Source: an optimization exercise on an open RTL-to-GDS flow (aim: small area). Production flows keep margins and buffers that such runs may drop. Where RTL was checked, it was by simulation tests only, not by an equivalence proof against the original. No functional check of the RTL was part of runs 2 to 5. No driver is modelled on the clock port, so clocking that relies on it looks cheaper here than on a real chip. Power figures rest on the tool's default switching activity, not on a simulated workload.

`config.mk`:
```
export PLATFORM = sky130hd
export DESIGN_NAME = battleship
export DESIGN_NICKNAME = battleship
export VERILOG_FILES = /design/flow/design.v
export SDC_FILE = /design/flow/constraint.sdc
export NUM_CORES = 4
export LEC_CHECK = 0
export ABC_AREA = 1
export CAP_MARGIN = 20
export CORE_MARGIN = 2
export CORE_UTILIZATION = 40
export SLEW_MARGIN = 20
```
`constraint.sdc`:
```
create_clock -name core_clock -period 10.0 [get_ports {clk}]
set_input_delay 2.0000 -clock core_clock [delete_from_list [all_inputs] [get_ports {clk}]]
set_output_delay 2.0000 -clock core_clock [all_outputs]
set_load 0.01 [all_outputs]
```
`design.v`:
```
module battleship (
    input            clk  ,
    input            rst  ,
    input            start,
    input      [1:0] X    ,
    input      [1:0] Y    ,
    input            pAb  ,
    input            pBb  ,
    output reg [7:0] disp0,
    output reg [7:0] disp1,
    output reg [7:0] disp2,
    output reg [7:0] disp3,
    output reg [7:0] led
  );
  localparam [2:0] T_IN    = 3'd0;  
  localparam [2:0] T_SHOOT = 3'd1;  
  localparam [2:0] T_SHOW  = 3'd2;  
  localparam [2:0] T_ERR   = 3'd3;  
  localparam [2:0] T_SINK  = 3'd4;  
  localparam [2:0] T_WIN   = 3'd5;  
  localparam [2:0] T_NEW   = 3'd6;  
  localparam [2:0] T_MISC  = 3'd7;  
  reg  [2:0] t;
  reg        p;
  reg  [5:0] cnt;       
  reg  [1:0] wa, wb;    
  reg        chk;       
  reg        sca, scb;  
  reg        ns;        
  reg [15:0] ma, mb;    
  wire [3:0] idx  = {X, Y};
  wire       ra   = ma[idx];
  wire       rb   = mb[idx];
  wire       own  = p ? rb : ra;
  wire       oth  = p ? ra : rb;
  wire       btn  = p ? pBb : pAb;
  wire [1:0] myw  = p ? wb : wa;
  wire       mysc = p ? scb : sca;
  wire       done = cnt[5] & cnt[4] & cnt[0];    
  wire idle  = (t == T_MISC) & ~p;
  wire clr   = idle | (t == T_NEW);
  wire win4  = chk & (myw == 2'd0);
  wire place = (t == T_IN) & btn & ~own;
  wire hit   = (t == T_SHOOT) & btn & oth;
  wire inc   = place | hit | (t == T_WIN);
  wire count = ~((t == T_IN) | (t == T_SHOOT) | idle);
  always @(posedge clk or posedge rst)
    if (rst) begin
      t <= T_MISC;
      p <= 1'b0;
    end else begin
      case (t)
        T_IN:
          if (btn) begin
            if (own)
              t <= T_ERR;
            else if (myw == 2'd3) begin
              if (p == ns) begin
                t <= T_SHOW;
                p <= ~p;
              end else begin
                t <= T_MISC;
                p <= 1'b1;
              end
            end
          end
        T_SHOOT:
          if (btn) t <= T_SINK;
        T_SHOW, T_ERR, T_NEW:
          if (done) t <= T_IN;
        T_SINK:
          if (done) begin
            if (win4)
              t <= mysc ? T_WIN : T_NEW;
            else begin
              t <= T_SHOOT;
              p <= ~p;
            end
          end
        T_WIN: ;
        default:  
          if (~p) begin
            if (start) t <= T_SHOW;
          end else if (done) begin
            t <= T_SHOOT;
            p <= ns;
          end
      endcase
    end
  wire       wea = btn & (((t == T_IN) & ~p) | ((t == T_SHOOT) & p));
  wire       web = btn & (((t == T_IN) & p) | ((t == T_SHOOT) & ~p));
  wire       v   = (t == T_IN);
  wire [3:0] rxa = ({4{wea}} & (4'b0001 << X)) | {4{clr}};
  wire [3:0] rxb = ({4{web}} & (4'b0001 << X)) | {4{clr}};
  wire [3:0] cy  = (4'b0001 << Y) | {4{clr}};
  integer i;
  always @(posedge clk) begin
    cnt <= (count & ~done) ? cnt + 6'd1 : 6'd0;
    if (t != T_SINK) chk <= oth;
    if (clr) begin
      wa <= 2'd0;
      wb <= 2'd0;
    end else begin
      if (inc & ~p) wa <= wa + 2'd1;
      if (inc &  p) wb <= wb + 2'd1;
    end
    for (i = 0; i < 16; i = i + 1) begin
      if (rxa[i/4] & cy[i%4]) ma[i] <= v;
      if (rxb[i/4] & cy[i%4]) mb[i] <= v;
    end
    if (idle) begin
      sca <= 1'b0;
      scb <= 1'b0;
      ns  <= 1'b0;
    end else if ((t == T_SINK) & done & win4) begin
      if (~p) sca <= 1'b1;
      if (p)  scb <= 1'b1;
      ns <= p;
    end
  end
  function [7:0] dig;
    input [1:0] v;
    case (v)
      2'd0: dig = 8'b00111111;
      2'd1: dig = 8'b00000110;
      2'd2: dig = 8'b01011011;
      default: dig = 8'b01001111;
    endcase
  endfunction
  function [7:0] rot;
    input [1:0] v;
    case (v)
      2'd0: rot = 8'b10000001;
      2'd1: rot = 8'b01000010;
      2'd2: rot = 8'b00100100;
      default: rot = 8'b00011000;
    endcase
  endfunction
  always @(*) begin
    disp0 = 8'b00000000;
    disp1 = 8'b00000000;
    disp2 = 8'b00000000;
    disp3 = 8'b00000000;
    led   = 8'b10011001;
    case (t)
      T_IN, T_SHOOT: begin
        disp0 = dig(Y);
        disp1 = dig(X);
        led   = {~p, 1'b0, wa, wb, 1'b0, p};
      end
      T_SHOW: begin
        disp3 = p ? 8'b01111100 : 8'b01110111;
        led   = {~p, 6'b000000, p};
      end
      T_ERR: begin
        disp0 = 8'b00111111;
        disp1 = 8'b01110111;
        disp2 = 8'b01110111;
        disp3 = 8'b01111001;
      end
      T_SINK: begin
        disp0 = (p & win4) ? 8'b00000000 : dig(wb);
        disp1 = 8'b01000000;
        disp2 = (~p & win4) ? 8'b00000000 : dig(wa);
        led   = {8{chk}};
      end
      T_WIN: begin
        disp0 = p ? 8'b01100110 : dig(wb);
        disp1 = 8'b01000000;
        disp2 = p ? dig(wa) : 8'b01100110;
        disp3 = p ? 8'b01111100 : 8'b01110111;
        led   = rot(myw);
      end
      T_NEW: begin
        disp0 = dig({1'b0, scb});
        disp1 = 8'b01000000;
        disp2 = dig({1'b0, sca});
      end
      default:
        if (~p) begin
          disp0 = 8'b01111001;
          disp1 = 8'b00111000;
          disp2 = 8'b01011110;
          disp3 = 8'b00000110;
        end else begin
          disp0 = 8'b00111111;
          disp1 = 8'b01000000;
          disp2 = 8'b00111111;
        end
    endcase
  end
endmodule
```
`run.sh`:
```
#!/bin/bash
# synth_recipe.tcl (not shown) runs the flow's synth.tcl, then flattens the netlist and writes it again
# the make line also repeats each setting of config.mk as NAME=value (left out here)
make -C /OpenROAD-flow-scripts/flow DESIGN_CONFIG=/design/flow/config.mk WORK_HOME=/design/flow/orfs CLKGATE_MAP_FILE= SYNTH_SCRIPT=/design/flow/synth_recipe.tcl finish
```
==> reports/qor.csv, run 1 <==
metric;value;unit
DIE WIDTH;94.1;µm
Antenna Violating Nets Remaining;0;
Cell Pwr Density;294;mW/mm²
TritonCTS Sinks;50;
clk slew on worst S/H paths;0.10;ns
worst-skew pair later-pin latency;0.30;ns
routed wire length;8570;µm
Data required, critical path;8.00;ns
Top FF cell, synth;edfxtp_1;
Max FO, Critical Path;13;
WL per Instance;14.4;µm
flops & latches, synth;50;
largest net degree at the start of global routing;39;
Max-Cap Viols;0;
Vias;3033;
Final min period;6.15;ns
Synth Warn #;1;
GR Overflow Total;0;
Layout Nets;513;
GPL Wtd Cong;0.869;
area grow syn2layout;17.3;%
Seq/Total Area, Yosys;0.417;
register cell area after layout;0.00136;mm²
clk buf depth;2;
initial antenna violation count;0;
Cells after Synth;455;
GRT Total Usage;0.200;
hold path start;cnt[0];
peak supply drop;139;µV
final core occ;0.488;
Final period util;0.615;
filler instances;782;
Post-synth EDFFs;33;
Cell Rows;32;
CP startpoint kind;input port;
Via density;5.10;
RSZ-0062 raised after global routing;false;
max-slew headroom at the worst pin;0.435;
Max Slew Vio Count;0;
hpwl dp;6440;µm
reg-to-reg startpoint;t[2];
Max Fclk;163;MHz
hold crit path type;flop to flop;
number of global-route vias before repair;2849;
DR iter-0 viols;198;
share of layout cells above drive strength 1;0.0669;
mean post-synth cell area;7.14;µm²
CP startpoint;Y[1];
post-CTS sizing;0;
Residual DRC;0;
core area;0.00781;mm²
total CTS buffers;5;
Leak Pwr;0.00168;µW
Final Hold Fails;0;
Post-CTS Setup Bufs;0;
# IOs;49;
Die Area;0.00886;mm²
root buf cell;clkbuf_8;
Inserted Diodes;0;
Clock Skews;0.00767;ns
Crit. End Element;output port;
Die Y;94.1;µm
CTS tree;built;
Distinct cells, synth;38;
Port Buf Inserts;44;
outcome;timing/DRC/antenna clean;
drt pass-1 iters;6;
Fin Setup TNS;0;ns
H-tree levels;2;
Multi-input gate area;0.00160;mm²
WS Path Type;input port to output port;
Post-CTS Hold Buffers;0;
CP arrival;4.15;ns
final setup fails;0;
Worst Tran Pin Value;0.848;ns
initial cell density of the core;0.416;
first-pass GRT wire length;13800;µm
ys async rst share;0.0800;
Netlist Area Pre-Place;0.00325;mm²
worst max-delay path, cell delays in order:
cell and delay, ns:
clkdlybuf4s50_1 0.78, clkinv_1 0.39, o21ai_0 0.31, a41oi_1 0.16, clkdlybuf4s50_1 0.50
per-stage QoR:
step	total power, µW	hold slack, ns	instances	setup slack, ns	area, µm²
final	1120	0.473	595	3.85	3810
after global routing	1210	0.517	595	3.69	3810
after CTS	1120	0.476	595	3.87	3810
after detailed placement	1000	0.452	587	3.87	3720
after global placement	999	0.451	587	3.91	3720
after floorplan	718	0.430	458	5.34	3260
where the power goes:
part / leakage [µW] / switching [µW] / internal, µW
registers: 0.000450 / 34.9 / 287
logic: 0.00119 / 401 / 280
clock network: 0.0000422 / 69.1 / 49.4
total: 0.00168 / 505 / 616
cell type report:
type / count / share of cell area
timing repair buffer: 46 / 0.120
clock buffer: 5 / 0.0181
tap: 102 / 0.0335
inverter: 48 / 0.0473
multi-input combinational: 341 / 0.421
clock inverter: 3 / 0.00525
sequential: 50 / 0.356
sequential cells by signal (all words and copies together) (netlist names):
name,flops
chk,1
cnt,6
ma,16
mb,16
ns,1
p,1
sca,1
scb,1
t,3
wa,2
wb,2
Yosys cell counts, types with 3 or more instances:
| library cell | n | share of area |
|---|---|---|
| a21oi_1 | 22 | 0.034 |
| buf_2 | 5 | 0.0077 |
| buf_4 | 10 | 0.023 |
| dfstp_2 | 3 | 0.024 |
| dfxtp_1 | 13 | 0.080 |
| edfxtp_1 | 33 | 0.30 |
| ha_1 | 12 | 0.046 |
| inv_1 | 36 | 0.042 |
| inv_2 | 11 | 0.013 |
| nand2_1 | 153 | 0.18 |
| nand2_2 | 3 | 0.0058 |
| nand3_1 | 15 | 0.023 |
| nand4_1 | 3 | 0.0058 |
| nor2_1 | 71 | 0.082 |
| nor3_1 | 3 | 0.0046 |
| o211ai_1 | 6 | 0.014 |
| o21ai_0 | 24 | 0.037 |
| o21ai_1 | 3 | 0.0046 |
cell families (layout without fill, tap and decap cells):
family | count (synthesis) | after routing | share of synthesized area
AO/OA/AOI/OAI | 65 | 65 | 0.114
XOR/XNOR | 2 | 2 | 0.00539
AND/OR/NAND/NOR | 257 | 257 | 0.320
flip-flops | 50 | 50 | 0.417
other | 1 | 4 | 0.00115
buffers and inverters | 67 | 102 | 0.0932
multiplexers | 1 | 1 | 0.00308
adder cells (fa/ha/maj) | 12 | 12 | 0.0462
path summary, 6_finish.rpt:
kind / slack [ns] / to / cells after the start
hold / removal: 0.47 / cnt[0] / 1
hold reg to reg: 0.47 / cnt[0] / 1
max in group asynchronous: 7.92 / t[2] / 2
setup / recovery: 3.85 / disp0[2] / 5
setup reg to reg: 7.48 / mb[7] / 8
min in group asynchronous: 1.85 / p / 2
layer usage:
metal	vias to the layer above	track usage	routed length [µm]
li1	1526	-	-
met1	1395	0.262	3820
met2	97	0.342	4200
met3	15	0.0313	390
met4	0	0.0592	157
met5	-	0	0
cell usage in the layout, fill, tap and decap left out, drive strengths merged, types with 2 or more instances in the layout:
cell type / Yosys / routed
dfstp: 3 / 3
nand2: 156 / 156
nor3: 3 / 3
o21ai: 27 / 27
clkbuf: 1 / 5
o221ai: 2 / 2
clkdlybuf4s50: 0 / 44
nor2: 75 / 75
dfxtp: 13 / 13
ha: 12 / 12
o31ai: 2 / 2
nand3: 16 / 16
buf: 18 / 2
edfxtp: 33 / 33
xor2: 2 / 2
clkinv: 1 / 2
inv: 47 / 48
nand4: 3 / 3
o211ai: 6 / 6
conb: 1 / 4
and2: 2 / 2
a21oi: 23 / 23
o22ai: 2 / 2
a41oi: 2 / 2
nor4: 2 / 2
==> inputs of run 2 (changes only) <==
--- a/design.v
+++ b/design.v
@@ -88,11 +88,4 @@
       endcase
     end
-  wire       wea = btn & (((t == T_IN) & ~p) | ((t == T_SHOOT) & p));
-  wire       web = btn & (((t == T_IN) & p) | ((t == T_SHOOT) & ~p));
-  wire       v   = (t == T_IN);
-  wire [3:0] rxa = ({4{wea}} & (4'b0001 << X)) | {4{clr}};
-  wire [3:0] rxb = ({4{web}} & (4'b0001 << X)) | {4{clr}};
-  wire [3:0] cy  = (4'b0001 << Y) | {4{clr}};
-  integer i;
   always @(posedge clk) begin
     cnt <= (count & ~done) ? cnt + 6'd1 : 6'd0;
@@ -101,11 +94,13 @@
       wa <= 2'd0;
       wb <= 2'd0;
+      ma <= 16'd0;
+      mb <= 16'd0;
     end else begin
       if (inc & ~p) wa <= wa + 2'd1;
       if (inc &  p) wb <= wb + 2'd1;
-    end
-    for (i = 0; i < 16; i = i + 1) begin
-      if (rxa[i/4] & cy[i%4]) ma[i] <= v;
-      if (rxb[i/4] & cy[i%4]) mb[i] <= v;
+      if (btn & (((t == T_IN) & ~p) | ((t == T_SHOOT) & p)))
+        ma[idx] <= (t == T_IN);
+      if (btn & (((t == T_IN) & p) | ((t == T_SHOOT) & ~p)))
+        mb[idx] <= (t == T_IN);
     end
     if (idle) begin
==> run 2 against run 1 <==
Still clean. Total power fell by 66%. Sequential share of layout area fell by 11 points. Non-clock buffer count decreased by 2. Cell area up 12%. Utilization shrank 2.4 points. Via count grew 24%. Area after synthesis rose by 15%. Critical path depth grew 2. Register-to-register slack lost 0.23 ns. Sequential power fell by 38%. Critical endpoint unchanged.
==> reports/qor.csv, run 2 <==
metric;value;unit;change
outcome;timing/DRC/antenna clean;;unchanged
drt pass-1 iters;4;;was 6
adder-cell share of the synthesized area;0.0602;;was 0.0462
GRT Max-Usage Layer;met2;;unchanged
placed instance area;0.00414;mm²;was 0.00372 mm²
multiplexer area fraction after synthesis;0;;was 0.00308
Seq/Total Area, Yosys;0.277;;was 0.417
Residual DRC;0;;unchanged
Inserted Diodes;0;;unchanged
Post-CTS Setup Bufs;0;;unchanged
Final min period;6.71;ns;was 6.15 ns
Crit. End Element;output port;;unchanged
Cell Rows;35;;was 32
Cell Pwr Density;90.3;mW/mm²;was 294 mW/mm²
TritonCTS Sinks;50;;unchanged
Via density;5.19;;was 5.10
Die Y;101;µm;was 94.1 µm
RSZ-0062 raised after global routing;false;;unchanged
largest family of logic cells by synthesized area;simple AND/OR/NAND/NOR gates;;unchanged
Data required, critical path;8.00;ns;about the same
Vias;3768;;was 3033
Antenna Violating Nets Remaining;0;;unchanged
clk slew on worst S/H paths;0.10;ns;about the same
DIE WIDTH;101;µm;was 94.1 µm
peak supply drop;85.6;µV;was 139 µV
core area;0.00915;mm²;was 0.00781 mm²
Worst Setup Slack, final;3.29;ns;was 3.85 ns
GRT Total Usage;0.213;;was 0.200
Leak Pwr;0.00167;µW;was 0.00168 µW
Finished Cell Area;0.00425;mm²;was 0.00381 mm²
ys async rst share;0.0800;;unchanged
Post-Synth Simple-Gate Area;0.334;;was 0.320
root buf cell;clkbuf_8;;unchanged
Top Registers;ma x16, mb x16, cnt x6;;unchanged
mean post-synth cell area;6.38;µm²;was 7.14 µm²
top post-synthesis cells by area;dfxtp_1, nand2_1, o21ai_0;;was edfxtp_1, nand2_1, nor2_1
hpwl dp;8120;µm;was 6440 µm
clk buf depth;2;;unchanged
Top FF cell, synth;dfxtp_1;;was edfxtp_1
Die Area;0.0101;mm²;was 0.00886 mm²
GR Util met1;0.267;;was 0.262
Max-Cap Viols;0;;unchanged
Synth Warn #;1;;unchanged
flops & latches, synth;50;;unchanged
Multi-input gate area;0.00220;mm²;was 0.00160 mm²
WL per Instance;14.3;µm;was 14.4 µm
CP arrival;4.71;ns;was 4.15 ns
Netlist Area Pre-Place;0.00374;mm²;was 0.00325 mm²
max-slew headroom at the worst pin;0.398;;was 0.435
register cell area after layout;0.00103;mm²;was 0.00136 mm²
post-CTS sizing;0;;unchanged
total CTS buffers;5;;unchanged
Distinct cells, synth;46;;was 38
first-pass GRT wire length;17400;µm;was 13800 µm
Commonest cells post-synth;nand2_1, inv_1, o21ai_0;;was nand2_1, nor2_1, inv_1
Post-synth EDFFs;1;;was 33
most frequent cell after synthesis;nand2_1;;unchanged
Final period util;0.671;;was 0.615
GR Overflow Total;0;;unchanged
hold crit path type;flop to flop;;unchanged
CP startpoint kind;input port;;unchanged
Clock Skews;0.00958;ns;was 0.00767 ns
commonest non-fill, non-tap cell in the layout;nand2_1;;unchanged
routed wire length;10400;µm;was 8570 µm
Max Fclk;149;MHz;was 163 MHz
initial antenna violation count;0;;unchanged
filler instances;997;;was 782
initial cell density of the core;0.409;;was 0.416
GPL Wtd Cong;0.907;;was 0.869
Pwr Total;384;µW;was 1120 µW
Fin Setup TNS;0;ns;unchanged
worst-skew pair later-pin latency;0.31;ns;was 0.30 ns
Max Slew Vio Count;0;;unchanged
DR iter-0 viols;107;;was 198
CTS tree;built;;unchanged
number of global-route vias before repair;3637;;was 2849
# IOs;49;;unchanged
complex-gate fraction of the synthesized area;0.179;;was 0.114
xor and xnor fraction of the mapped netlist area;0.0120;;was 0.00539
area grow syn2layout;13.6;%;was 17.3%
FF-to-FF setup slack;7.25;ns;was 7.48 ns
global routing usage on met3;0.0264;;was 0.0313
final setup fails;0;;unchanged
Layout Nets;641;;was 513
share of layout cells above drive strength 1;0.0813;;was 0.0669
Cells after Synth;586;;was 455
H-tree levels;2;;unchanged
Synth top area share;0.241;;was 0.305
worst slack, placed;3.33;ns;was 3.87 ns
Final Hold Fails;0;;unchanged
Post-CTS Hold Buffers;0;;unchanged
Port Buf Inserts;44;;unchanged
most frequent cells in the layout;nand2_1, inv_1, o21ai_0;;was nand2_1, nor2_1, clkdlybuf4s50_1
WS Path Type;input port to output port;;unchanged
largest net degree at the start of global routing;29;;was 39
largest area contributor in the netlist;dfxtp_1;;was edfxtp_1
Worst Tran Pin Value;0.903;ns;was 0.848 ns
met2 Use GR;0.373;;was 0.342
Max FO, Critical Path;24;;was 13
==> run 2: where the power goes <==
group	leakage, µW	switching [µW]	internal (µW)	total [µW]
clock network	0.0000585	72.6	75.1	148
registers	0.000415	0.234	200	201
logic	0.00119	24.8	10.5	35.3
total	0.00167	97.7	286	384
==> run 2: cell type report <==
type                            instances  area share
Inverter                               84      0.0754
Multi-Input combinational cell        429       0.518
Tap cell                              111      0.0327
Clock inverter                          3      0.0103
Sequential cell                        50       0.243
Clock buffer                            5      0.0162
Timing Repair Buffer                   44       0.104
==> run 2: per-layer routing <==
layer,routed length (µm),vias to the layer above
li1,-,1939
met1,4680,1737
met2,5090,73
met3,322,19
met4,299,0
met5,0,-
==> run 2: worst max-delay path, cell delays in order <==
cell and delay [ns]:
clkdlybuf4s50_1 0.84, inv_2 0.53, ha_1 0.38, nor2_1 0.08, nor4_1 0.27, a21oi_1 0.10, clkdlybuf4s50_1 0.50
==> run 2: cells by family after synthesis <==
kind of cell	after synthesis
simple gates	282
compound gates	122
buf+inv	110
flops	50
fa+ha+maj	18
xor+xnor	3
other cells	1
==> run 2: through the flow <==
| step | std cells | hold slack (ns) | utilization |
|---|---|---|---|
| 4_1_cts | 726 | 0.460 | 0.464 |
| 5_1_grt | 726 | 0.484 | 0.464 |
| 3_5_place_dp | 718 | 0.445 | 0.452 |
| 2_1_floorplan | 589 | 0.426 | - |
| 3_3_place_gp | 718 | 0.438 | 0.452 |
| 6_report | 726 | 0.455 | 0.464 |
==> run 2: worst paths after layout <==
kind	from	to	cells after the start
worst min register to register	cnt[5]	cnt[5]	2
max in group asynchronous	rst	t[1]	2
worst max-delay path	Y[0]	disp0[2]	7
min in group asynchronous	rst	p	2
worst min-delay path	cnt[5]	cnt[5]	2
worst max register to register	p	mb[0]	8
==> inputs of run 3 (changes only) <==
--- a/design.v
+++ b/design.v
@@ -37,5 +37,5 @@
   wire [1:0] myw  = p ? wb : wa;
   wire       mysc = p ? scb : sca;
-  wire       done = cnt[5] & cnt[4] & cnt[0];    
+  wire       done = cnt[5] & cnt[4] & cnt[1] & cnt[0];  
   wire idle  = (t == T_MISC) & ~p;
   wire clr   = idle | (t == T_NEW);
@@ -88,19 +88,24 @@
       endcase
     end
+  wire       wea = btn & (((t == T_IN) & ~p) | ((t == T_SHOOT) & p));
+  wire       web = btn & (((t == T_IN) & p) | ((t == T_SHOOT) & ~p));
+  wire       v   = (t == T_IN);
+  wire [3:0] rxa = ({4{wea}} & (4'b0001 << X)) | {4{clr}};
+  wire [3:0] rxb = ({4{web}} & (4'b0001 << X)) | {4{clr}};
+  wire [3:0] cy  = (4'b0001 << Y) | {4{clr}};
+  integer i;
   always @(posedge clk) begin
-    cnt <= (count & ~done) ? cnt + 6'd1 : 6'd0;
+    cnt <= (count & ~done) ? {cnt[4:0], ~(cnt[5] ^ cnt[0])} : 6'd0;
     if (t != T_SINK) chk <= oth;
     if (clr) begin
       wa <= 2'd0;
       wb <= 2'd0;
-      ma <= 16'd0;
-      mb <= 16'd0;
     end else begin
       if (inc & ~p) wa <= wa + 2'd1;
       if (inc &  p) wb <= wb + 2'd1;
-      if (btn & (((t == T_IN) & ~p) | ((t == T_SHOOT) & p)))
-        ma[idx] <= (t == T_IN);
-      if (btn & (((t == T_IN) & p) | ((t == T_SHOOT) & ~p)))
-        mb[idx] <= (t == T_IN);
+    end
+    for (i = 0; i < 16; i = i + 1) begin
+      if (rxa[i/4] & cy[i%4]) ma[i] <= v;
+      if (rxb[i/4] & cy[i%4]) mb[i] <= v;
     end
     if (idle) begin
==> flow/run.sh (new file) <==
#!/bin/bash
# Standard synthesis, then the combinational logic remapped by ABC for area
# (flip-flops, their cells and names untouched), then the standard layout
# with minimum-size port buffers and a lighter clock tree.
set -euo pipefail
LIB=$FLOW_HOME/platforms/$FLOW_PLATFORM/lib/sky130_fd_sc_hd__tt_025C_1v80.lib
R=orfs/results/$FLOW_PLATFORM/battleship/base

bash standard.sh synth > std_synth.log 2>&1
cp $R/1_2_yosys.v std_1_2_yosys.v

yosys -l resynth.log -q -p "
read_liberty -ignore_miss_func $LIB
read_verilog std_1_2_yosys.v
hierarchy -top $FLOW_TOP
setattr -mod -set keep_hierarchy 1 sky130_fd_sc_hd__df* sky130_fd_sc_hd__edf*
flatten -wb
select $FLOW_TOP
opt -purge
abc -script flow/area.abc -liberty $LIB -dont_use *lpflow* -dont_use *probe* -dont_use *clkdly* -dont_use *dlygate* -dont_use *dlymetal*
opt_clean -purge
hilomap -singleton -hicell sky130_fd_sc_hd__conb_1 HI -locell sky130_fd_sc_hd__conb_1 LO
splitnets
opt_clean -purge
insbuf -buf sky130_fd_sc_hd__buf_1 A X
opt_clean -purge
write_verilog -noattr -noexpr -nohex -nodec -selected resynth.v
tee -o resynth_stat.txt stat -liberty $LIB
"
cp resynth.v $R/1_2_yosys.v
rm -f $R/1_synth.odb $R/1_synth.sdc

bash standard.sh \
  "BUFFER_PORTS_ARGS=-buffer_cell sky130_fd_sc_hd__buf_1" \
  "CTS_ARGS=-sink_clustering_enable -repair_clock_nets -dont_use_dummy_load -buf_list sky130_fd_sc_hd__clkbuf_8" \
  finish > std_finish.log 2>&1
==> flow/area.abc (new file) <==
strash
dch
map -a
==> standard.sh (new file) <==
#!/bin/bash
# synth_recipe.tcl (not shown) runs the flow's synth.tcl, then flattens the netlist and writes it again
# the make line also repeats each setting of config.mk as NAME=value (left out here)
make -C /OpenROAD-flow-scripts/flow DESIGN_CONFIG=/design/flow/config.mk WORK_HOME=/design/flow/orfs CLKGATE_MAP_FILE= SYNTH_SCRIPT=/design/flow/synth_recipe.tcl "${@:-finish}"
removed: run.sh
==> run 3 against run 2 <==
Via count shrank 30%. Clock power down 28%. Clock skew up 0.0081 ns. Synthesized cell count shrank 41%. Cell count decreased by 35%. Global-route usage is 0.71 points lower. Area after synthesis down 27%. Critical path type unchanged.
==> reports/qor.csv, run 3 <==
metric;value;unit;change
outcome;timing/DRC/antenna clean;;unchanged
Top Registers;ma x16, mb x16, cnt x6;;unchanged
H-tree levels;2;;unchanged
most frequent cells in the layout;nor2_1, clkinv_1, buf_1;;was nand2_1, inv_1, o21ai_0
peak supply drop;83.7;µV;was 85.6 µV
Max-Cap Viols;0;;unchanged
largest net degree at the start of global routing;37;;was 29
first-pass GRT wire length;11900;µm;was 17400 µm
core area;0.00672;mm²;was 0.00915 mm²
CTS tree;built;;unchanged
DIE WIDTH;86.7;µm;was 101 µm
Clock Skews;0.0177;ns;was 0.00958 ns
Leak Pwr;0.00111;µW;was 0.00167 µW
Residual DRC;0;;unchanged
Cell Rows;30;;was 35
Max Slew Vio Count;0;;unchanged
initial cell density of the core;0.407;;was 0.409
Post-CTS Hold Buffers;0;;unchanged
Layout Nets;404;;was 641
routed wire length;7380;µm;was 10400 µm
Data required, critical path;8.00;ns;about the same
hold crit path type;flop to flop;;unchanged
clk slew on worst S/H paths;0.08;ns;was 0.10 ns
Die Y;86.7;µm;was 101 µm
Final period util;0.546;;was 0.671
Worst Tran Pin Value;0.784;ns;was 0.903 ns
final setup fails;0;;unchanged
CP startpoint kind;input port;;unchanged
Fin Setup TNS;0;ns;unchanged
share of layout cells above drive strength 1;0.0433;;was 0.0813
post-CTS sizing;0;;unchanged
Crit. End Element;output port;;unchanged
Max Fclk;183;MHz;was 149 MHz
drt pass-1 iters;5;;was 4
RSZ-0062 raised after global routing;false;;unchanged
mean post-synth cell area;7.89;µm²;was 6.38 µm²
initial antenna violation count;0;;unchanged
Cells after Synth;347;;was 586
max-slew headroom at the worst pin;0.476;;was 0.398
area grow syn2layout;11.9;%;was 13.6%
Cell Pwr Density;350;mW/mm²;was 90.3 mW/mm²
WS Path Type;input port to output port;;unchanged
GR Overflow Total;0;;unchanged
Port Buf Inserts;44;;unchanged
Inserted Diodes;0;;unchanged
Final Hold Fails;0;;unchanged
Max FO, Critical Path;10;;was 24
total CTS buffers;5;;unchanged
Netlist Area Pre-Place;0.00274;mm²;was 0.00374 mm²
Die Area;0.00752;mm²;was 0.0101 mm²
DR iter-0 viols;217;;was 107
hpwl dp;5560;µm;was 8120 µm
Via density;5.57;;was 5.19
commonest non-fill, non-tap cell in the layout;nor2_1;;was nand2_1
Antenna Violating Nets Remaining;0;;unchanged
Final min period;5.46;ns;was 6.71 ns
CP arrival;3.46;ns;was 4.71 ns
Vias;2636;;was 3768
Synth Warn #;1;;unchanged
number of global-route vias before repair;2406;;was 3637
# IOs;49;;unchanged
Post-CTS Setup Bufs;0;;unchanged
GRT Total Usage;0.205;;was 0.213
TritonCTS Sinks;50;;unchanged
clk buf depth;2;;unchanged
GPL Wtd Cong;0.981;;was 0.907
worst-skew pair later-pin latency;0.30;ns;was 0.31 ns
root buf cell;clkbuf_8;;unchanged
placed instance area;0.00300;mm²;was 0.00414 mm²
Finished Cell Area;0.00306;mm²;was 0.00425 mm²
WL per Instance;15.6;µm;was 14.3 µm
## run 3: final cells by class
cell class / count / area [µm²]
flip-flops and latches: 50 / 1360
fillers: 693 / 3650
repair buffers: 45 / 173
clock buffers: 5 / 68.8
well taps: 80 / 100
multi-input cells: 247 / 1190
inverters: 46 / 173
## run 3: where the power goes
part	internal, µW	switching, µW	total, µW
clock network	45.2	60.7	106
registers	317	47.5	365
logic	171	430	601
total	534	538	1070
## run 3: critical path, stage by stage
cell and delay (ns):
buf_1 0.15, clkinv_1 0.11, nor2_1 0.56, nand2_1 0.11, a221oi_1 0.25, o21ai_0 0.13, buf_1 0.15
## run 3: metal layers
metal,global-route usage,vias to the layer above,part of all wire
met1,0.287,1201,0.45
met2,0.310,125,0.45
met4,0.0923,0,0.030
met5,0,-,0
li1,-,1293,-
met3,0.0371,17,0.071
## run 3: final timing paths
| path | from | to | slack [ns] | depth (start not counted) |
|---|---|---|---|---|
| setup / recovery | Y[1] | disp0[2] | 4.54 | 7 |
| hold / removal | cnt[3] | cnt[4] | 0.41 | 2 |
| setup reg to reg | t[0] | ma[6] | 6.77 | 10 |
| hold reg to reg | cnt[3] | cnt[4] | 0.41 | 2 |
| max in group asynchronous | rst | t[2] | 8.26 | 2 |
| min in group asynchronous | rst | p | 1.52 | 2 |
## run 3: per-stage QoR
step / setup WS [ns] / total power, µW / hold WS, ns / cells / util
after CTS: 4.54 / 1070 / 0.408 / 473 / 0.456
after global placement: 4.61 / 962 / 0.390 / 468 / 0.446
after floorplan: 5.11 / 768 / 0.388 / 350 / -
after detailed placement: 4.55 / 967 / 0.395 / 468 / 0.446
after global routing: 4.33 / 1170 / 0.415 / 473 / 0.456
final: 4.54 / 1070 / 0.406 / 473 / 0.456
==> inputs of run 4 (changes only) <==
--- a/design.v
+++ b/design.v
@@ -25,7 +25,7 @@
   reg  [5:0] cnt;       
   reg  [1:0] wa, wb;    
-  reg        chk;       
   reg        sca, scb;  
   reg        ns;        
+  wire       chk = ns;
   reg [15:0] ma, mb;    
   wire [3:0] idx  = {X, Y};
@@ -97,5 +97,4 @@
   always @(posedge clk) begin
     cnt <= (count & ~done) ? {cnt[4:0], ~(cnt[5] ^ cnt[0])} : 6'd0;
-    if (t != T_SINK) chk <= oth;
     if (clr) begin
       wa <= 2'd0;
@@ -117,5 +116,6 @@
       if (p)  scb <= 1'b1;
       ns <= p;
-    end
+    end else if (t == T_SHOOT)
+      ns <= oth;
   end
   function [7:0] dig;
--- a/config.mk
+++ b/config.mk
@@ -9,4 +9,4 @@
 export CAP_MARGIN = 20
 export CORE_MARGIN = 2
-export CORE_UTILIZATION = 40
+export CORE_UTILIZATION = 60
 export SLEW_MARGIN = 20
==> run 4 against run 3 <==
Synthesized cell count up 2.0%. Wire length down 6.3%. Clock power about the same. Critical endpoint unchanged. Largest cell class unchanged.
==> reports/qor.csv, run 4 <==
metric;value;unit;change
CP arrival;3.46;ns;about the same
number of global-route vias before repair;2458;;was 2406
TritonCTS Sinks;49;;was 50
Residual DRC;0;;unchanged
hold depth;2;;unchanged
Max-Cap Viols;0;;unchanged
initial cell density of the core;0.624;;was 0.407
hold crit path type;flop to flop;;unchanged
Worst Tran Pin Value;0.806;ns;was 0.784 ns
max-slew headroom at the worst pin;0.460;;was 0.476
most frequent cells in the layout;nor2_1, clkinv_1, nand2_1;;was nor2_1, clkinv_1, buf_1
# IOs;49;;unchanged
worst slack, placed;4.56;ns;was 4.55 ns
Final min period;5.46;ns;about the same
Antenna Violating Nets Remaining;0;;unchanged
reg2reg path depth;10;;unchanged
outcome;timing/DRC/antenna clean;;unchanged
Final Hold Fails;0;;unchanged
Layout Nets;411;;was 404
WS Path Type;input port to output port;;unchanged
Worst Setup Slack, final;4.54;ns;about the same
Cell Rows;24;;was 30
Post-CTS Setup Bufs;0;;unchanged
Clock Skews;0.0103;ns;was 0.0177 ns
largest net degree at the start of global routing;35;;was 37
GRT Total Usage;0.282;;was 0.205
DR iter-0 viols;257;;was 217
Inserted Diodes;0;;unchanged
routed wire length;6910;µm;was 7380 µm
Final period util;0.546;;about the same
Die Y;71.5;µm;was 86.7 µm
Post-CTS Hold Buffers;0;;unchanged
initial antenna violation count;0;;unchanged
Cells after Synth;354;;was 347
Fin Setup TNS;0;ns;unchanged
CP startpoint kind;input port;;unchanged
peak supply drop;157;µV;was 83.7 µV
RSZ-0062 raised after global routing;false;;unchanged
Port Buf Inserts;44;;unchanged
first-pass GRT wire length;11300;µm;was 11900 µm
Max FO, Critical Path;10;;unchanged
Max Slew Vio Count;0;;unchanged
final setup fails;0;;unchanged
WL per Instance;15.3;µm;was 15.6 µm
Netlist Area Pre-Place;0.00274;mm²;about the same
Synth Warn #;1;;unchanged
post-CTS sizing;0;;unchanged
area grow syn2layout;10.7;%;was 11.9%
clk slew on worst S/H paths;0.08;ns;about the same
clk buf depth;2;;unchanged
GR Overflow Total;0;;unchanged
mean post-synth cell area;7.73;µm²;was 7.89 µm²
CTS tree;built;;unchanged
H-tree levels;2;;unchanged
Cell Pwr Density;304;mW/mm²;was 350 mW/mm²
Die Area;0.00511;mm²;was 0.00752 mm²
Data required, critical path;8.00;ns;about the same
GPL Wtd Cong;0.982;;was 0.981
Leak Pwr;0.00109;µW;was 0.00111 µW
worst-skew pair later-pin latency;0.29;ns;was 0.30 ns
hpwl dp;5180;µm;was 5560 µm
share of layout cells above drive strength 1;0.0450;;was 0.0433
Max Fclk;183;MHz;about the same
commonest non-fill, non-tap cell in the layout;nor2_1;;unchanged
Crit. End Element;output port;;unchanged
total CTS buffers;5;;unchanged
drt pass-1 iters;5;;unchanged
DIE WIDTH;71.5;µm;was 86.7 µm
Top Registers;ma x16, mb x16, cnt x6;;unchanged
root buf cell;clkbuf_8;;unchanged
filler instances;416;;was 693
core area;0.00438;mm²;was 0.00672 mm²
Via density;5.95;;was 5.57
Vias;2691;;was 2636
run 4: through the flow:
step | hold WS, ns | instance area, µm² | utilization | instances | power, µW
2_1_floorplan | 0.388 | 2750 | - | 357 | 660
4_1_cts | 0.414 | 3030 | 0.690 | 452 | 918
5_1_grt | 0.424 | 3030 | 0.690 | 452 | 989
6_report | 0.407 | 3030 | 0.690 | 452 | 919
3_5_place_dp | 0.401 | 2960 | 0.675 | 447 | 813
3_3_place_gp | 0.389 | 2960 | 0.675 | 447 | 804
run 4: per-layer routing:
| layer | track usage | wire length (µm) | vias up |
|---|---|---|---|
| met5 | 0 | 0 | - |
| met4 | 0.126 | 179 | 0 |
| met3 | 0.0549 | 517 | 21 |
| met2 | 0.473 | 3440 | 140 |
| met1 | 0.356 | 2770 | 1238 |
| li1 | - | - | 1292 |
run 4: final cells by class:
type | count | area, µm² | share of cell area
flip-flops and latches | 49 | 1330 | 0.438
multi-input cells | 250 | 1200 | 0.398
inverters | 51 | 191 | 0.0632
repair buffers | 45 | 173 | 0.0570
clock buffers | 5 | 68.8 | 0.0227
well taps | 52 | 65.1 | 0.0215
run 4: critical path: stages:
cell and delay, ns:
buf_1 0.17, clkinv_1 0.14, nor2_1 0.55, nor2_1 0.11, nor3_1 0.20, o221ai_1 0.14
buf_1 0.15
run 4: where the power goes:
part	internal, µW	switching [µW]	leakage, µW
combinational	144	344	0.000608
sequential	288	37.4	0.000445
clock	45.3	60.0	0.0000359
run 4: final timing paths:
path / slack [ns] / end / startpoint
hold / removal: 0.41 / cnt[3] / cnt[2]
hold reg to reg: 0.41 / cnt[3] / cnt[2]
min in group asynchronous: 1.53 / p / rst
setup / recovery: 4.54 / disp0[2] / Y[1]
setup reg to reg: 6.49 / mb[4] / t[1]
max in group asynchronous: 8.27 / t[2] / rst
==> inputs of run 5 (changes only) <==
--- a/config.mk
+++ b/config.mk
@@ -9,4 +9,4 @@
 export CAP_MARGIN = 20
 export CORE_MARGIN = 2
-export CORE_UTILIZATION = 60
+export CORE_UTILIZATION = 80
 export SLEW_MARGIN = 20
==> run 5 against run 4 <==
Still clean on timing, DRC and antenna. Cell area down 0.25%. Utilization increased by 22 points. Register-to-register slack got worse by 0.18 ns. Clock skew decreased by 0.00063 ns. Clock power about the same. First-iteration DRC count increased by 130%. Critical path type unchanged. Critical endpoint unchanged. Largest power group unchanged.
==> reports/qor.csv, run 5 <==
metric;value;unit;change
max-slew headroom at the worst pin;0.468;;was 0.460
Netlist Area Pre-Place;0.00274;mm²;unchanged
Data required, critical path;8.00;ns;about the same
initial antenna violation count;0;;unchanged
area grow syn2layout;10.4;%;was 10.7%
Final min period;5.59;ns;was 5.46 ns
GR Overflow Total;0;;unchanged
Residual DRC;0;;unchanged
FF-to-FF setup slack;6.31;ns;was 6.49 ns
WL per Instance;17.9;µm;was 15.3 µm
slowest CP cell;nor2_1;;unchanged
Fin Setup TNS;0;ns;unchanged
Die Y;62.5;µm;was 71.5 µm
hold path start;cnt[2];;unchanged
largest net degree at the start of global routing;36;;was 35
outcome;timing/DRC/antenna clean;;unchanged
DIE WIDTH;62.5;µm;was 71.5 µm
Die Area;0.00390;mm²;was 0.00511 mm²
worst-skew pair later-pin latency;0.30;ns;was 0.29 ns
CP arrival;3.59;ns;was 3.46 ns
total CTS buffers;5;;unchanged
Layout Nets;411;;unchanged
mean post-synth cell area;7.73;µm²;unchanged
post-CTS sizing;0;;unchanged
Top Registers;ma x16, mb x16, cnt x6;;unchanged
reg2reg path depth;10;;unchanged
Reg-to-Reg End;ma[5];;was mb[4]
core area;0.00331;mm²;was 0.00438 mm²
Multi-input gate area;0.00120;mm²;unchanged
sequential share of power;0.350;;was 0.354
Cell Rows;21;;was 24
Worst Hold Endpoint;cnt[3];;unchanged
GPL Wtd Cong;1.09;;was 0.982
Max FO, Critical Path;10;;unchanged
sw frac;0.492;;was 0.481
Comb power frac;0.536;;was 0.532
GRT Total Usage;0.422;;was 0.282
final setup fails;0;;unchanged
H-tree levels;2;;unchanged
Antenna Violating Nets Remaining;0;;unchanged
clk slew on worst S/H paths;0.07;ns;was 0.08 ns
CP cell instances;buf_1 > clkinv_1 > nor2_1 > nor2_1 > nor3_1 > o221ai_1 > buf_1;;unchanged
Synth Warn #;1;;unchanged
# IOs;49;;unchanged
Cells after Synth;354;;unchanged
Clock Power Share;0.113;;was 0.115
register cell area after layout;0.00133;mm²;unchanged
share of layout cells above drive strength 1;0.0450;;unchanged
Final period util;0.559;;was 0.546
Port Buf Inserts;44;;unchanged
net load switching power;463;µW;was 442 µW
hold depth;2;;unchanged
RSZ-0062 raised after global routing;false;;unchanged
WS Path Type;input port to output port;;unchanged
Post-CTS Setup Bufs;0;;unchanged
Final Hold Fails;0;;unchanged
Internal Power;478;µW;was 477 µW
Max-Cap Viols;0;;unchanged
TritonCTS Sinks;49;;unchanged
root buf cell;clkbuf_8;;unchanged
Crit. End Element;output port;;unchanged
drt pass-1 iters;9;;was 5
Via density;6.78;;was 5.95
routed wire length;7970;µm;was 6910 µm
Vias;3022;;was 2691
clk buf depth;2;;unchanged
Worst Tran Pin Value;0.796;ns;was 0.806 ns
initial cell density of the core;0.826;;was 0.624
Cell Pwr Density;312;mW/mm²;was 304 mW/mm²
peak supply drop;184;µV;was 157 µV
Largest stage delay, worst path;0.62;ns;was 0.55 ns
most frequent cells in the layout;nor2_1, clkinv_1, nand2_1;;unchanged
reg-to-reg startpoint;t[1];;unchanged
CTS tree;built;;unchanged
hold crit path type;flop to flop;;unchanged
filler instances;146;;was 416
Leak Pwr;0.00109;µW;unchanged
DR iter-0 viols;588;;was 257
Clock Skews;0.00969;ns;was 0.0103 ns
Inserted Diodes;0;;unchanged
WHS;0.406;ns;was 0.407 ns
Max Fclk;179;MHz;was 183 MHz
CP startpoint kind;input port;;unchanged
number of global-route vias before repair;2739;;was 2458
Max Slew Vio Count;0;;unchanged
Post-CTS Hold Buffers;0;;unchanged
commonest non-fill, non-tap cell in the layout;nor2_1;;unchanged
hpwl dp;5320;µm;was 5180 µm
first-pass GRT wire length;12900;µm;was 11300 µm
==> run 5: cell counts in the layout (fill, tap and decap cells not counted) <==
Identical to the previous run, type by type.
==> run 5: routing by layer <==
metal,vias up,part of all wire,global-route usage
li1,1305,-,-
met1,1329,0.34,0.496
met2,311,0.47,0.722
met3,77,0.13,0.0775
met4,0,0.067,0.253
met5,-,0,0
==> run 5: layout make-up <==
cell class,count,area share
Sequential cell,49,0.439
Multi-Input combinational cell,250,0.399
Clock buffer,5,0.0228
Timing Repair Buffer,45,0.0572
Inverter,51,0.0634
Tap cell,46,0.0191
==> run 5: through the flow <==
| step | power, µW | util | setup WS (ns) | area [µm²] | std cells |
|---|---|---|---|---|---|
| after detailed placement | 811 | 0.891 | 4.58 | 2950 | 441 |
| after global routing | 993 | 0.912 | 4.33 | 3020 | 446 |
| after CTS | 917 | 0.912 | 4.52 | 3020 | 446 |
| final | 941 | 0.912 | 4.41 | 3020 | 446 |
| after floorplan | 660 | - | 5.14 | 2750 | 357 |
| after global placement | 791 | 0.891 | 4.65 | 2950 | 441 |
==> run 5: worst max-delay path by stage <==
stage	from	endpoint	slack, ns
final	Y[1]	disp0[2]	4.41
after global routing	Y[1]	disp0[2]	4.33
after CTS	Y[1]	disp0[2]	4.52
after detailed placement	Y[1]	disp0[2]	4.58
after global placement	Y[1]	disp0[2]	4.65
after floorplan	Y[1]	disp0[2]	5.14
==> run 5: critical path, delay by kind of cell <==
family,cells,cell delay (ns)
compound gates,1,0.15
simple gates,3,0.97
buf+inv,3,0.46
==> run 5: power by group through the flow <==
stage | clock [µW] | combinational, µW | sequential [µW]
global placement | 0 | 464 | 327
global route | 110 | 551 | 332
detailed placement | 0 | 481 | 330
floorplan | 0 | 343 | 318
CTS | 105 | 486 | 326
finish | 107 | 505 | 329
==> inputs of run 6 (changes only) <==
--- a/design.v
+++ b/design.v
@@ -20,5 +20,5 @@
   localparam [2:0] T_WIN   = 3'd5;  
   localparam [2:0] T_NEW   = 3'd6;  
-  localparam [2:0] T_MISC  = 3'd7;  
+  localparam [2:0] T_IDLE  = 3'd7;  
   reg  [2:0] t;
   reg        p;
@@ -27,6 +27,6 @@
   reg        sca, scb;  
   reg        ns;        
+  reg [15:0] ma, mb;    
   wire       chk = ns;
-  reg [15:0] ma, mb;    
   wire [3:0] idx  = {X, Y};
   wire       ra   = ma[idx];
@@ -38,14 +38,16 @@
   wire       mysc = p ? scb : sca;
   wire       done = cnt[5] & cnt[4] & cnt[1] & cnt[0];  
-  wire idle  = (t == T_MISC) & ~p;
-  wire clr   = idle | (t == T_NEW);
+  wire idle  = (t == T_IDLE);
   wire win4  = chk & (myw == 2'd0);
+  wire rwin  = (t == T_SINK) & done & win4;         
+  wire clr   = idle | rwin;
   wire place = (t == T_IN) & btn & ~own;
   wire hit   = (t == T_SHOOT) & btn & oth;
   wire inc   = place | hit | (t == T_WIN);
   wire count = ~((t == T_IN) | (t == T_SHOOT) | idle);
+  wire nz    = wa[0] | wb[0];                       
   always @(posedge clk or posedge rst)
     if (rst) begin
-      t <= T_MISC;
+      t <= T_IDLE;
       p <= 1'b0;
     end else begin
@@ -56,17 +58,14 @@
               t <= T_ERR;
             else if (myw == 2'd3) begin
-              if (p == ns) begin
-                t <= T_SHOW;
-                p <= ~p;
-              end else begin
-                t <= T_MISC;
-                p <= 1'b1;
-              end
+              t <= (p == ns) ? T_SHOW : T_NEW;
+              p <= ~p;
             end
           end
         T_SHOOT:
           if (btn) t <= T_SINK;
-        T_SHOW, T_ERR, T_NEW:
+        T_SHOW, T_ERR:
           if (done) t <= T_IN;
+        T_NEW:
+          if (done) t <= nz ? T_IN : T_SHOOT;
         T_SINK:
           if (done) begin
@@ -80,10 +79,5 @@
         T_WIN: ;
         default:  
-          if (~p) begin
-            if (start) t <= T_SHOW;
-          end else if (done) begin
-            t <= T_SHOOT;
-            p <= ns;
-          end
+          if (start) t <= T_SHOW;
       endcase
     end
@@ -97,7 +91,10 @@
   always @(posedge clk) begin
     cnt <= (count & ~done) ? {cnt[4:0], ~(cnt[5] ^ cnt[0])} : 6'd0;
-    if (clr) begin
+    if (idle | ((t == T_NEW) & done)) begin
       wa <= 2'd0;
       wb <= 2'd0;
+    end else if (rwin & ~mysc) begin
+      wa <= {1'b0, sca | ~p};
+      wb <= {1'b0, scb | p};
     end else begin
       if (inc & ~p) wa <= wa + 2'd1;
@@ -112,5 +109,5 @@
       scb <= 1'b0;
       ns  <= 1'b0;
-    end else if ((t == T_SINK) & done & win4) begin
+    end else if (rwin) begin
       if (~p) sca <= 1'b1;
       if (p)  scb <= 1'b1;
@@ -151,5 +148,5 @@
       T_SHOW: begin
         disp3 = p ? 8'b01111100 : 8'b01110111;
-        led   = {~p, 6'b000000, p};
+        led   = {~p, 1'b0, wa, wb, 1'b0, p};
       end
       T_ERR: begin
@@ -173,19 +170,14 @@
       end
       T_NEW: begin
-        disp0 = dig({1'b0, scb});
+        disp0 = dig(wb);
         disp1 = 8'b01000000;
-        disp2 = dig({1'b0, sca});
+        disp2 = dig(wa);
       end
-      default:
-        if (~p) begin
-          disp0 = 8'b01111001;
-          disp1 = 8'b00111000;
-          disp2 = 8'b01011110;
-          disp3 = 8'b00000110;
-        end else begin
-          disp0 = 8'b00111111;
-          disp1 = 8'b01000000;
-          disp2 = 8'b00111111;
-        end
+      default: begin
+        disp0 = 8'b01111001;
+        disp1 = 8'b00111000;
+        disp2 = 8'b01011110;
+        disp3 = 8'b00000110;
+      end
     endcase
   end
==> flow/area.abc (replaced) <==
strash
&get -n
&deepsyn -T 30
&put
dch -f
map -a
--- a/config.mk
+++ b/config.mk
@@ -9,4 +9,4 @@
 export CAP_MARGIN = 20
 export CORE_MARGIN = 2
-export CORE_UTILIZATION = 80
+export CORE_UTILIZATION = 60
 export SLEW_MARGIN = 20
==> run 6 against run 5 <==
Still clean on timing, DRC and antenna. Sequential share of layout area up 1.3 points. Clock skew up 0.0080 ns. Global-route usage down 15 points. Critical endpoint is now disp0[3]. Highest routed layer unchanged.
==> reports/qor.csv, run 6 <==
metric;value;unit;change
outcome;timing/DRC/antenna clean;;unchanged
Final Hold Fails;0;;unchanged
Vias;2535;;was 3022
GRT Total Usage;0.275;;was 0.422
Via density;5.79;;was 6.78
initial cell density of the core;0.614;;was 0.826
root buf cell;clkbuf_8;;unchanged
Comb power frac;0.549;;was 0.536
routed wire length;6540;µm;was 7970 µm
Residual DRC;0;;unchanged
Synth Warn #;1;;unchanged
Netlist Area Pre-Place;0.00264;mm²;was 0.00274 mm²
Finished Cell Area;0.00293;mm²;was 0.00302 mm²
WS Path Type;input port to output port;;unchanged
number of global-route vias before repair;2367;;was 2739
Cell Pwr Density;333;mW/mm²;was 312 mW/mm²
peak supply drop;143;µV;was 184 µV
Die Area;0.00494;mm²;was 0.00390 mm²
Post-CTS Setup Bufs;0;;unchanged
Max Slew Vio Count;0;;unchanged
total CTS buffers;5;;unchanged
GR Overflow Total;0;;unchanged
RSZ-0062 raised after global routing;false;;unchanged
Clock Power Share;0.105;;was 0.113
net load switching power;474;µW;was 463 µW
commonest non-fill, non-tap cell in the layout;nor2_1;;unchanged
Worst Tran Pin Value;0.641;ns;was 0.796 ns
Inserted Diodes;0;;unchanged
mean post-synth cell area;7.77;µm²;was 7.73 µm²
hold path start;cnt[3];;was cnt[2]
final setup fails;0;;unchanged
largest net degree at the start of global routing;33;;was 36
clk slew on worst S/H paths;0.08;ns;was 0.07 ns
most frequent cells in the layout;nor2_1, o21ai_0, clkinv_1;;was nor2_1, clkinv_1, nand2_1
Post-CTS Hold Buffers;0;;unchanged
hold crit path type;flop to flop;;unchanged
TritonCTS Sinks;49;;unchanged
Port Buf Inserts;44;;unchanged
Antenna Violating Nets Remaining;0;;unchanged
max-slew headroom at the worst pin;0.569;;was 0.468
Die Y;70.3;µm;was 62.5 µm
Cell Rows;24;;was 21
Data required, critical path;8.00;ns;about the same
post-CTS sizing;0;;unchanged
Final period util;0.508;;was 0.559
initial antenna violation count;0;;unchanged
Internal Power;504;µW;was 478 µW
share of layout cells above drive strength 1;0.0389;;was 0.0450
DIE WIDTH;70.3;µm;was 62.5 µm
Pwr Total;978;µW;was 941 µW
final core occ;0.683;;was 0.912
Final min period;5.08;ns;was 5.59 ns
CP startpoint kind;input port;;unchanged
drt pass-1 iters;7;;was 9
first-pass GRT wire length;10800;µm;was 12900 µm
CP startpoint;Y[0];;was Y[1]
CP arrival;3.08;ns;was 3.59 ns
WHS;0.421;ns;was 0.406 ns
area grow syn2layout;11.3;%;was 10.4%
clk buf depth;2;;unchanged
Fin Setup TNS;0;ns;unchanged
Max Fclk;197;MHz;was 179 MHz
sw frac;0.485;;was 0.492
GPL Wtd Cong;0.949;;was 1.09
hpwl dp;4720;µm;was 5320 µm
H-tree levels;2;;unchanged
Max-Cap Viols;0;;unchanged
Cells after Synth;339;;was 354
Top Registers;ma x16, mb x16, cnt x6;;unchanged
sequential share of power;0.346;;was 0.350
Layout Nets;397;;was 411
Max FO, Critical Path;5;;was 10
Clock Skews;0.0177;ns;was 0.00969 ns
# IOs;49;;unchanged
CTS tree;built;;unchanged
placed instance area;0.00287;mm²;was 0.00295 mm²
worst-skew pair later-pin latency;0.30;ns;about the same
WL per Instance;14.9;µm;was 17.9 µm
core area;0.00429;mm²;was 0.00331 mm²
Leak Pwr;0.00104;µW;was 0.00109 µW
Crit. End Element;output port;;unchanged
reg-to-reg startpoint;t[0];;was t[1]
DR iter-0 viols;250;;was 588
run 6: cell count changes in the layout (fill, tap and decap cells not counted), moves of 6 or more:
cell / change
o22ai_1: +6
o21ai_0: +37
nor2_1: -22
a22o_2: -6
nand2_1: -10
a22oi_1: -7
run 6: routing by layer:
metal,track usage,up-vias,wire length [µm]
met1,0.339,1170,2690
met4,0.111,0,158
met2,0.475,100,3340
met5,0,-,0
li1,-,1244,-
met3,0.0476,21,348
run 6: area by class of cell:
type | count | area (µm²)
inverters | 48 | 180
well taps | 52 | 65.1
clock buffers | 5 | 68.8
fillers | 379 | 1360
flip-flops and latches | 49 | 1330
repair buffers | 46 | 180
multi-input cells | 238 | 1110
run 6: critical path, cell delays in order:
cell and delay (ns):
buf_1 0.18, nor2_1 0.07, nor3_1 0.45, o21ai_0 0.21
buf_1 0.17
run 6: per-stage QoR:
stage / worst slack (ns) / instances
after floorplan: 5.17 / 342
after global placement: 4.89 / 433
after detailed placement: 4.75 / 433
after CTS: 4.94 / 438
after global routing: 4.63 / 438
final: 4.92 / 438
run 6: power by group through the flow:
stage / clock (µW) / combinational [µW] / sequential, µW
after detailed placement: 0 / 530 / 342
after floorplan: 0 / 379 / 330
after global placement: 0 / 523 / 341
after global routing: 112 / 602 / 345
after CTS: 105 / 532 / 337
final: 103 / 537 / 339
run 6: path summary, 6_finish.rpt:
check	end	slack [ns]	cells after the start
worst min-delay path	cnt[4]	0.42	2
worst max-delay path	disp0[3]	4.92	5
max in group asynchronous	t[1]	8.27	2
worst min register to register	cnt[4]	0.42	2
min in group asynchronous	p	1.53	2
worst max register to register	t[0]	6.86	12
==> inputs of run 7 (changes only) <==
==> flow/run.sh (replaced) <==
#!/bin/bash
# Standard synthesis, then the combinational logic remapped by ABC for area
# (flip-flops, their cells and names untouched; several randomised runs, the
# smallest kept), then the standard layout with minimum-size port buffers and
# the clock tree's buffers shrunk to what the clock-pin slew allows.
set -euo pipefail
LIB=$FLOW_HOME/platforms/$FLOW_PLATFORM/lib/sky130_fd_sc_hd__tt_025C_1v80.lib
R=orfs/results/$FLOW_PLATFORM/battleship/base
J=${NUM_CORES:-4}

bash standard.sh synth > std_synth.log 2>&1
cp $R/1_2_yosys.v std_1_2_yosys.v

# flatten every combinational cell into logic, keep the flip-flop cells
yosys -l resynth_prep.log -q -p "
read_liberty -ignore_miss_func $LIB
read_verilog std_1_2_yosys.v
hierarchy -top $FLOW_TOP
setattr -mod -set keep_hierarchy 1 sky130_fd_sc_hd__df* sky130_fd_sc_hd__edf*
flatten -wb
opt -purge
write_rtlil resynth_prep.il
"

mkdir -p resynth
run_one() {
  local seed=$1 mapper=$2 tag=$1_$2
  if [[ $mapper == map ]]; then m="dch -f; map -a"; else m="dch -f; &get -n; &nf -a; &put"; fi
  printf 'strash\n&get -n\n&deepsyn -T 15 -S %s\n&put\n%s\n' $seed "$m" | tr ';' '\n' > resynth/$tag.abc
  yosys -l resynth/$tag.log -q -p "
read_rtlil resynth_prep.il
select $FLOW_TOP
abc -script resynth/$tag.abc -liberty $LIB -dont_use *lpflow* -dont_use *probe* -dont_use *clkdly* -dont_use *dlygate* -dont_use *dlymetal*
opt_clean -purge
hilomap -singleton -hicell sky130_fd_sc_hd__conb_1 HI -locell sky130_fd_sc_hd__conb_1 LO
splitnets
opt_clean -purge
insbuf -buf sky130_fd_sc_hd__buf_1 A X
opt_clean -purge
write_verilog -noattr -noexpr -nohex -nodec -selected resynth/$tag.v
tee -q -o resynth/$tag.stat stat -liberty $LIB
" || true
}
n=0
for seed in 1 2 3 4 5 6 7 8; do
  for mapper in map nf; do
    run_one $seed $mapper &
    n=$((n+1))
    if (( n % J == 0 )); then wait; fi
  done
done
wait
best=$(for f in resynth/*.stat; do a=$(sed -n "s/.*Chip area for module .*: //p" $f); [[ -n $a && -s ${f%.stat}.v ]] && echo "$a ${f%.stat}.v"; done | sort -n | head -1)
echo "resynthesis results:" > resynth_choice.txt
for f in resynth/*.stat; do echo "$(sed -n "s/.*Chip area for module .*: //p" $f) $f"; done | sort -n >> resynth_choice.txt
echo "chosen: $best" >> resynth_choice.txt
cp ${best#* } resynth.v

cp resynth.v $R/1_2_yosys.v
rm -f $R/1_synth.odb $R/1_synth.sdc

bash standard.sh \
  "BUFFER_PORTS_ARGS=-buffer_cell sky130_fd_sc_hd__buf_1" \
  "CTS_ARGS=-sink_clustering_enable -repair_clock_nets -dont_use_dummy_load -buf_list sky130_fd_sc_hd__clkbuf_8" \
  "POST_CTS_TCL=$PWD/flow/shrink_clock.tcl" \
  finish > std_finish.log 2>&1
==> flow/shrink_clock.tcl (new file) <==
# Shrink the clock buffers CTS placed: each leaf buffer becomes the smallest
# clkbuf whose clock-pin slews stay under a target, the root the smallest
# that keeps every leaf within it.
set db [ord::get_db]
set block [ord::get_db_block]
set target [expr {[info exists ::env(CLK_SLEW_TARGET)] ? $::env(CLK_SLEW_TARGET) : 0.110}]
set sizes {sky130_fd_sc_hd__clkbuf_1 sky130_fd_sc_hd__clkbuf_2 sky130_fd_sc_hd__clkbuf_4 sky130_fd_sc_hd__clkbuf_8 sky130_fd_sc_hd__clkbuf_16}
proc sink_slew {} {
  set w 0
  foreach p [get_pins -hierarchical */CLK] {
    foreach s [list [get_property $p slew_max_rise] [get_property $p slew_max_fall]] {
      if {$s > $w} {set w $s}
    }
  }
  return $w
}
set bufs {}
set root ""
foreach inst [$block getInsts] {
  set n [$inst getName]
  if {[string match "clkbuf_*_clk" $n]} {
    if {$n eq "clkbuf_0_clk"} { set root $inst } else { lappend bufs $inst }
  }
}
foreach inst [concat $bufs [list $root]] {
  if {$inst eq ""} continue
  set orig [[$inst getMaster] getName]
  foreach m $sizes {
    $inst swapMaster [$db findMaster $m]
    estimate_parasitics -placement
    if {[sink_slew] <= $target} break
    if {$m eq $orig} break
  }
  puts "clock buffer [$inst getName]: $orig -> [[$inst getMaster] getName]"
}
puts "clock sink slew after shrinking: [sink_slew]"
removed: flow/area.abc
==> run 7 against run 6 <==
Sequential power increased by 4%. Die area shrank 1.0%. Critical path depth up 1. Global-route usage down 0.85 points. Cell area shrank 1.6%. Sequential share of layout area increased by 0.74 points. Area after synthesis is 1.1% lower. Register-to-register slack got worse by 0.11 ns. First-iteration DRC count shrank 20%. Clock-buffer cell count is the same. Critical path type unchanged. Critical endpoint is now disp0[0]. Largest cell class unchanged.
==> reports/qor.csv, run 7 <==
metric;value;unit;change
DR iter-0 viols;201;;was 250
GRT Total Usage;0.266;;was 0.275
WL per Instance;15.5;µm;was 14.9 µm
Netlist Area Pre-Place;0.00261;mm²;was 0.00264 mm²
Max Fclk;184;MHz;was 197 MHz
GR Util met1;0.406;;was 0.339
initial cell density of the core;0.638;;was 0.614
Internal Power;502;µW;was 504 µW
final setup fails;0;;unchanged
sequential share of power;0.356;;was 0.346
net load switching power;484;µW;was 474 µW
Placed Instances;413;;was 433
Synth Warn #;1;;unchanged
WHS;0.405;ns;was 0.421 ns
Worst Tran Pin Value;0.808;ns;was 0.641 ns
Port Buf Inserts;44;;unchanged
filler instances;355;;was 379
commonest non-fill, non-tap cell in the layout;nor2_1;;unchanged
Max-Cap Viols;0;;unchanged
hold path start;cnt[2];;was cnt[3]
Data required, critical path;8.00;ns;about the same
RSZ-0062 raised after global routing;false;;unchanged
Cell Rows;23;;was 24
area grow syn2layout;10.8;%;was 11.3%
Final Hold Fails;0;;unchanged
Die Y;69.9;µm;was 70.3 µm
FF-to-FF setup slack;6.75;ns;was 6.86 ns
Leak Pwr;0.00100;µW;was 0.00104 µW
TritonCTS Sinks;49;;unchanged
CP startpoint kind;input port;;unchanged
routed wire length;6470;µm;was 6540 µm
CTS tree;built;;unchanged
Comb power frac;0.553;;was 0.549
most frequent cells in the layout;nor2_1, clkinv_1, o21ai_0;;was nor2_1, o21ai_0, clkinv_1
GR Overflow Total;0;;unchanged
WS Path Type;input port to output port;;unchanged
Reg-to-Reg End;p;;was t[0]
GRT Max-Usage Layer;met1;;was met2
mean post-synth cell area;8.12;µm²;was 7.77 µm²
# IOs;49;;unchanged
peak supply drop;167;µV;was 143 µV
Inserted Diodes;0;;unchanged
Vias;2491;;was 2535
register cell area after layout;0.00133;mm²;unchanged
hold depth;2;;unchanged
Cell Pwr Density;341;mW/mm²;was 333 mW/mm²
largest net degree at the start of global routing;34;;was 33
Cell Count, Final, Fillers Out;418;;was 438
Top Registers;ma x16, mb x16, cnt x6;;unchanged
Layout Nets;379;;was 397
Final period util;0.542;;was 0.508
first-pass GRT wire length;10200;µm;was 10800 µm
global routing usage on met3;0.0462;;was 0.0476
worst-skew pair later-pin latency;0.55;ns;was 0.30 ns
Fin Setup TNS;0;ns;unchanged
reg-to-reg startpoint;t[0];;unchanged
drt pass-1 iters;5;;was 7
number of global-route vias before repair;2179;;was 2367
Antenna Violating Nets Remaining;0;;unchanged
sw frac;0.491;;was 0.485
Worst Hold Endpoint;cnt[3];;was cnt[4]
Residual DRC;0;;unchanged
Max FO, Critical Path;9;;was 5
final core occ;0.706;;was 0.683
Via density;5.96;;was 5.79
hpwl dp;4660;µm;was 4720 µm
Final min period;5.42;ns;was 5.08 ns
met2 Use GR;0.400;;was 0.475
DIE WIDTH;69.9;µm;was 70.3 µm
clk slew on worst S/H paths;0.08;ns;about the same
Cells after Synth;321;;was 339
Max Slew Vio Count;0;;unchanged
reg2reg path depth;11;;was 12
Clock Skews;0.0264;ns;was 0.0177 ns
Die Area;0.00489;mm²;was 0.00494 mm²
CP arrival;3.42;ns;was 3.08 ns
initial antenna violation count;0;;unchanged
Multi-input gate area;0.00109;mm²;was 0.00111 mm²
core area;0.00409;mm²;was 0.00429 mm²
share of layout cells above drive strength 1;0.0353;;was 0.0389
GPL Wtd Cong;0.958;;was 0.949
hold crit path type;flop to flop;;unchanged
Clock Power Share;0.091;;was 0.105
max-slew headroom at the worst pin;0.459;;was 0.569
outcome;timing/DRC/antenna clean;;unchanged
Crit. End Element;output port;;unchanged
-- run 7: cell types whose count changed in the layout (fill, tap and decap cells not counted), moves of 3 or more --
cell	previous run	this run
a21oi_1	21	29
o22ai_1	11	2
o21ai_0	62	46
nand3_1	3	15
nor2_1	71	47
a22oi_1	3	10
or2_2	1	4
-- run 7: worst max path at each step --
stage                     start       end  slack [ns]
after floorplan            Y[1]  disp0[3]        5.05
after global placement     Y[1]  disp0[3]        4.69
after detailed placement   Y[1]  disp0[0]        4.61
after global routing       Y[1]  disp0[3]        4.45
final                      Y[1]  disp0[0]        4.58
-- run 7: critical path, cell delays in order --
cell and delay (ns):
buf_1 0.29, clkinv_1 0.24, o22ai_1 0.31, clkinv_1 0.16, o21ai_0 0.24, buf_1 0.18
-- run 7: final cells by class --
cell class | count | share of cell area
inverters | 46 | 0.0598
repair buffers | 46 | 0.0624
clock buffers | 5 | 0.0182
flip-flops and latches | 49 | 0.459
well taps | 50 | 0.0217
multi-input cells | 222 | 0.379
-- run 7: stage by stage --
step                      power, µW  area, µm²  setup slack, ns
after floorplan                 724       2620             5.05
after global placement          885       2830             4.69
after detailed placement        892       2830             4.61
after global routing           1070       2890             4.45
final                           986       2890             4.58
-- run 7: routing by layer --
metal / vias to the layer above / wire length, µm
met5: - / 0
met4: 0 / 65
met3: 7 / 614
met2: 121 / 2790
met1: 1143 / 3000
li1: 1220 / -
-- run 7: power by group through the flow --
stage                     Combinational (µW)  Clock, µW  Sequential (µW)
final                                    545       89.5              351
after detailed placement                 538          0              354
after global routing                     612       97.2              357
after global placement                   532          0              353
after floorplan                          384          0              340

[afterwards: timing with drivers on the ports]
How much do the figures lean on ideal ports? The routed layouts below were timed once more, with nothing changed but the port constraints. Step 1 sets driving cells, clkbuf_16 on the clock port and buf_2 on the other inputs (assumed; they add their load-dependent delay and slew). Step 2, shift: input delay + t, output delay - t, t = (earliest + latest rising clock arrival at the registers) / 2. This alone moves slack from input paths to output paths. Slacks: ideal ports / drivers / drivers and shift; pairs: ideal ports / drivers.
| run | t (ns) | slack for setup (ns) | clock arrival spread, ns |
|---|---|---|---|
| run 1 | 0.333 | 3.854 / 3.829 / 3.829 | 0.008 / 0.008 |
| run 2 | 0.338 | 3.287 / 3.264 / 3.264 | 0.010 / 0.009 |
| run 3 | 0.327 | 4.544 / 4.518 / 4.518 | 0.018 / 0.018 |
| run 4 | 0.314 | 4.542 / 4.518 / 4.518 | 0.011 / 0.010 |
| run 5 | 0.329 | 4.414 / 4.392 / 4.392 | 0.009 / 0.009 |
| run 6 | 0.320 | 4.922 / 4.896 / 4.630 | 0.018 / 0.018 |
| run 7 | 0.557 | 4.579 / 4.555 / 4.555 | 0.026 / 0.026 |
After both steps setup and hold are still met in every run listed. The setup slack of run 6, which loses most, moves by -0.026 ns with the drivers and by -0.292 ns with both steps.
